This design comes from an exercise in tuning for small area and a short achievable clock period on the open sky130 flow, not from production work. Function was checked by simulation only, so behaviour that the tests miss may differ from the original. Power figures rest on the tool's default switching activity, not on a simulated workload.

## job 7654
==> flow/design.v (excerpt) <==
module mac(input clk, input rst, input [15:0] x, input [15:0] y, output [31:0] acc);
Settings: LEC_CHECK=0, CAP_MARGIN=20, CORE_MARGIN=2, CORE_UTILIZATION=40, SLEW_MARGIN=20, SYNTH_HIERARCHICAL=1, SYNTH_MINIMUM_KEEP_SIZE=0, SETUP_SLACK_MARGIN=11, BUFFER_PORTS_ARGS=-buffer_cell sky130_fd_sc_hd__buf_2, CTS_ARGS=-sink_clustering_enable -repair_clock_nets -dont_use_dummy_load -buf_list sky130_fd_sc_hd__clkbuf_8 -root_buf sky130_fd_sc_hd__clkbuf_16 -sink_clustering_size 30; clock period 18.0 ns.
standard.sh (not shown) runs the stock make flow with config.mk's settings and CLKGATE_MAP_FILE= SYNTH_SCRIPT=/design/flow/synth_recipe.tcl, a recipe that flattens the netlist after the stock synthesis.
==> flow/flow/run.sh <==
#!/bin/bash
# Layout: the standard ORFS flow (standard.sh, standard synthesis), with
#  - timing repair aimed at a setup slack of SETUP_MARGIN ns, so the resizer
#    works on the real critical paths even though the clock period is loose,
#  - port buffers of a small cell (every port still gets its own buffer),
#  - a clock tree without dummy balancing loads.
# Each tool's output goes to standard.log here and ORFS's own logs in orfs/logs.
set -euo pipefail
M=$(cat flow/margin)
CTS_EXTRA=$(cat flow/cts 2>/dev/null || true)
cat >> config.mk <<EOC
export SETUP_SLACK_MARGIN = $M
export BUFFER_PORTS_ARGS = -buffer_cell sky130_fd_sc_hd__buf_2
export CTS_ARGS = -sink_clustering_enable -repair_clock_nets -dont_use_dummy_load $CTS_EXTRA
EOC
bash standard.sh > standard.log 2>&1
==> flow/flow/cts <==
-buf_list sky130_fd_sc_hd__clkbuf_8 -root_buf sky130_fd_sc_hd__clkbuf_16 -sink_clustering_size 30
==> flow/flow/margin <==
11
Job 7654 finished every step from synthesis to the final layout, and the layout passed the timing, DRC and antenna checks.
diff inputs: job 7654 => job 4756
- swapping -buffer_cell sky130_fd_sc_hd__buf_2 for -buffer_cell sky130_fd_sc_hd__buf_1 in BUFFER_PORTS_ARGS
- swapping 11 for 11.2 in SETUP_SLACK_MARGIN
- putting SKIP_GATE_CLONING at 1 where nothing was set
- swapping -sink_clustering_enable -repair_clock_nets -dont_use_dummy_load -buf_list sky130_fd_sc_hd__clkbuf_8 -root_buf sky130_fd_sc_hd__clkbuf_16 -sink_clustering_size 30 for -sink_clustering_enable -repair_clock_nets -dont_use_dummy_load -buf_list sky130_fd_sc_hd__clkbuf_4 -root_buf sky130_fd_sc_hd__clkbuf_8 in CTS_ARGS
==> flow/flow/run.sh <==
#!/bin/bash
# Layout: the standard ORFS flow (standard.sh, standard synthesis), with
#  - timing repair aimed at a setup slack of flow/margin ns, so the resizer
#    works on the real critical paths even though the clock period is loose
#    (no gate cloning, so each port keeps exactly one buffer),
#  - the standard port buffering (every port gets its own buffer), with the
#    buffer cell in flow/portbuf,
#  - a clock tree without dummy balancing loads, extra CTS options in flow/cts.
# standard.log here holds make's output; ORFS's own logs are in orfs/logs.
set -euo pipefail
M=$(cat flow/margin)
PB=$(cat flow/portbuf)
CTS_EXTRA=$(cat flow/cts 2>/dev/null || true)
cat >> config.mk <<EOC
export SETUP_SLACK_MARGIN = $M
export SKIP_GATE_CLONING = 1
export BUFFER_PORTS_ARGS = -buffer_cell $PB
export CTS_ARGS = -sink_clustering_enable -repair_clock_nets -dont_use_dummy_load $CTS_EXTRA
EOC
bash standard.sh > standard.log 2>&1
==> flow/flow/cts <==
-buf_list sky130_fd_sc_hd__clkbuf_4 -root_buf sky130_fd_sc_hd__clkbuf_8
==> flow/flow/margin <==
11.2
==> flow/flow/portbuf (new file) <==
sky130_fd_sc_hd__buf_1
==> run summary <==
Delta (job 4756 minus job 7654): number of instances in the placed design higher; clock power went down.
Diff job 7654 -> job 4756: part of the cycle the worst path needs lower, post-placement setup slack decreased 0.36 ns, final cell count saw an increase, hold slack now sits at about the same level.
Vias: job 4756 above job 7654
Modified inputs, job 5184 compared to job 4756
- CTS_ARGS changed from -sink_clustering_enable -repair_clock_nets -dont_use_dummy_load -buf_list sky130_fd_sc_hd__clkbuf_4 -root_buf sky130_fd_sc_hd__clkbuf_8 to -sink_clustering_enable -repair_clock_nets -dont_use_dummy_load -buf_list sky130_fd_sc_hd__clkbuf_16 -root_buf sky130_fd_sc_hd__clkbuf_16 -sink_clustering_size 60 -sink_clustering_max_diameter 500
==> flow/flow/cts <==
-buf_list sky130_fd_sc_hd__clkbuf_16 -root_buf sky130_fd_sc_hd__clkbuf_16 -sink_clustering_size 60 -sink_clustering_max_diameter 500
==> comparison <==
Power of the clock network in job 5184 is 52% above job 4756. Diff job 5184..job 4756 | compound-cell area share of the yosys netlist | unchanged. Diff job 4756..job 5184 | via total after detailed routing | negligible. Changes observed in job 5184 relative to job 4756: final core utilization increased by 0.35 points relative to the old numbers; worst hold slack ~0 delta; wire length after detailed routing shows an increase of about 0.33%; synthesis-to-layout area growth grew by 0.86 points. The total power consumption of the routed design of job 5184 was inferior to that of job 4756.
Input changes introduced in job 9958 (baseline for comparison: job 5184):
- SETUP_SLACK_MARGIN changed from 11.2 to 11.0
- CTS_ARGS changed from -sink_clustering_enable -repair_clock_nets -dont_use_dummy_load -buf_list sky130_fd_sc_hd__clkbuf_16 -root_buf sky130_fd_sc_hd__clkbuf_16 -sink_clustering_size 60 -sink_clustering_max_diameter 500 to -sink_clustering_enable -repair_clock_nets -dont_use_dummy_load 
==> flow/flow/cts <==

==> flow/flow/margin <==
11.0
==> run summary <==
- Relative to job 5184, worst setup slack has decreased by 0.17 ns in job 9958.
- | clock-pin slew reported for the worst setup and hold paths after clock tree synthesis | job 9958 vs job 5184 | ≈ equal |
- For clock insertion delay at the later pin of the skew report, job 9958 and job 5184 come out practically identical.
- Lower met2 demand-to-capacity share in global routing goes to job 9958 over job 5184.
- Post-route cell area on job 9958 is ahead of job 5184.
- Against job 5184, job 9958 reports a final worst-path cycle share that is higher.
- Side by side, portion of total power attributed to combinational logic turned out lower in job 9958 than in job 5184.

separate check: timing with driven ports:
The flow's constraints put no driver on any port. The routed layouts listed below were extracted and timed again, unchanged, in two steps.
Step 1: set_driving_cell puts a clkbuf_16 on clk and a buf_2 on each other input, an assumption about the parent block.
Step 2 adds t to the input delays and takes it off the output delays; t is the mean of the earliest and latest rising clock arrival at the registers after step 1. Input paths then give back, and output paths get back, about the clock's delay inside the block.
a / b / c = no drivers / after step 1 / after step 2; a / b = the first two.
run | shift t [ns] | setup slack, ns | worst hold slack (ns) | latest minus earliest clock arrival (ns)
job 7654 | 0.377 | 11.157 / 11.135 / 10.803 | 0.627 / 0.627 / 0.627 | 0.014 / 0.013
job 4756 | 0.405 | 11.320 / 11.326 / 10.932 | 0.630 / 0.630 / 0.630 | 0.022 / 0.022
job 5184 | 0.382 | 11.266 / 11.272 / 10.890 | 0.627 / 0.627 / 0.627 | 0.013 / 0.013
job 9958 | 0.383 | 11.095 / 11.099 / 10.716 | 0.636 / 0.636 / 0.636 | 0.012 / 0.012
After both steps setup and hold are still met in every run listed. For job 4756, which loses most, drivers alone change the setup slack by +0.006 ns; drivers and shift together by -0.388 ns.
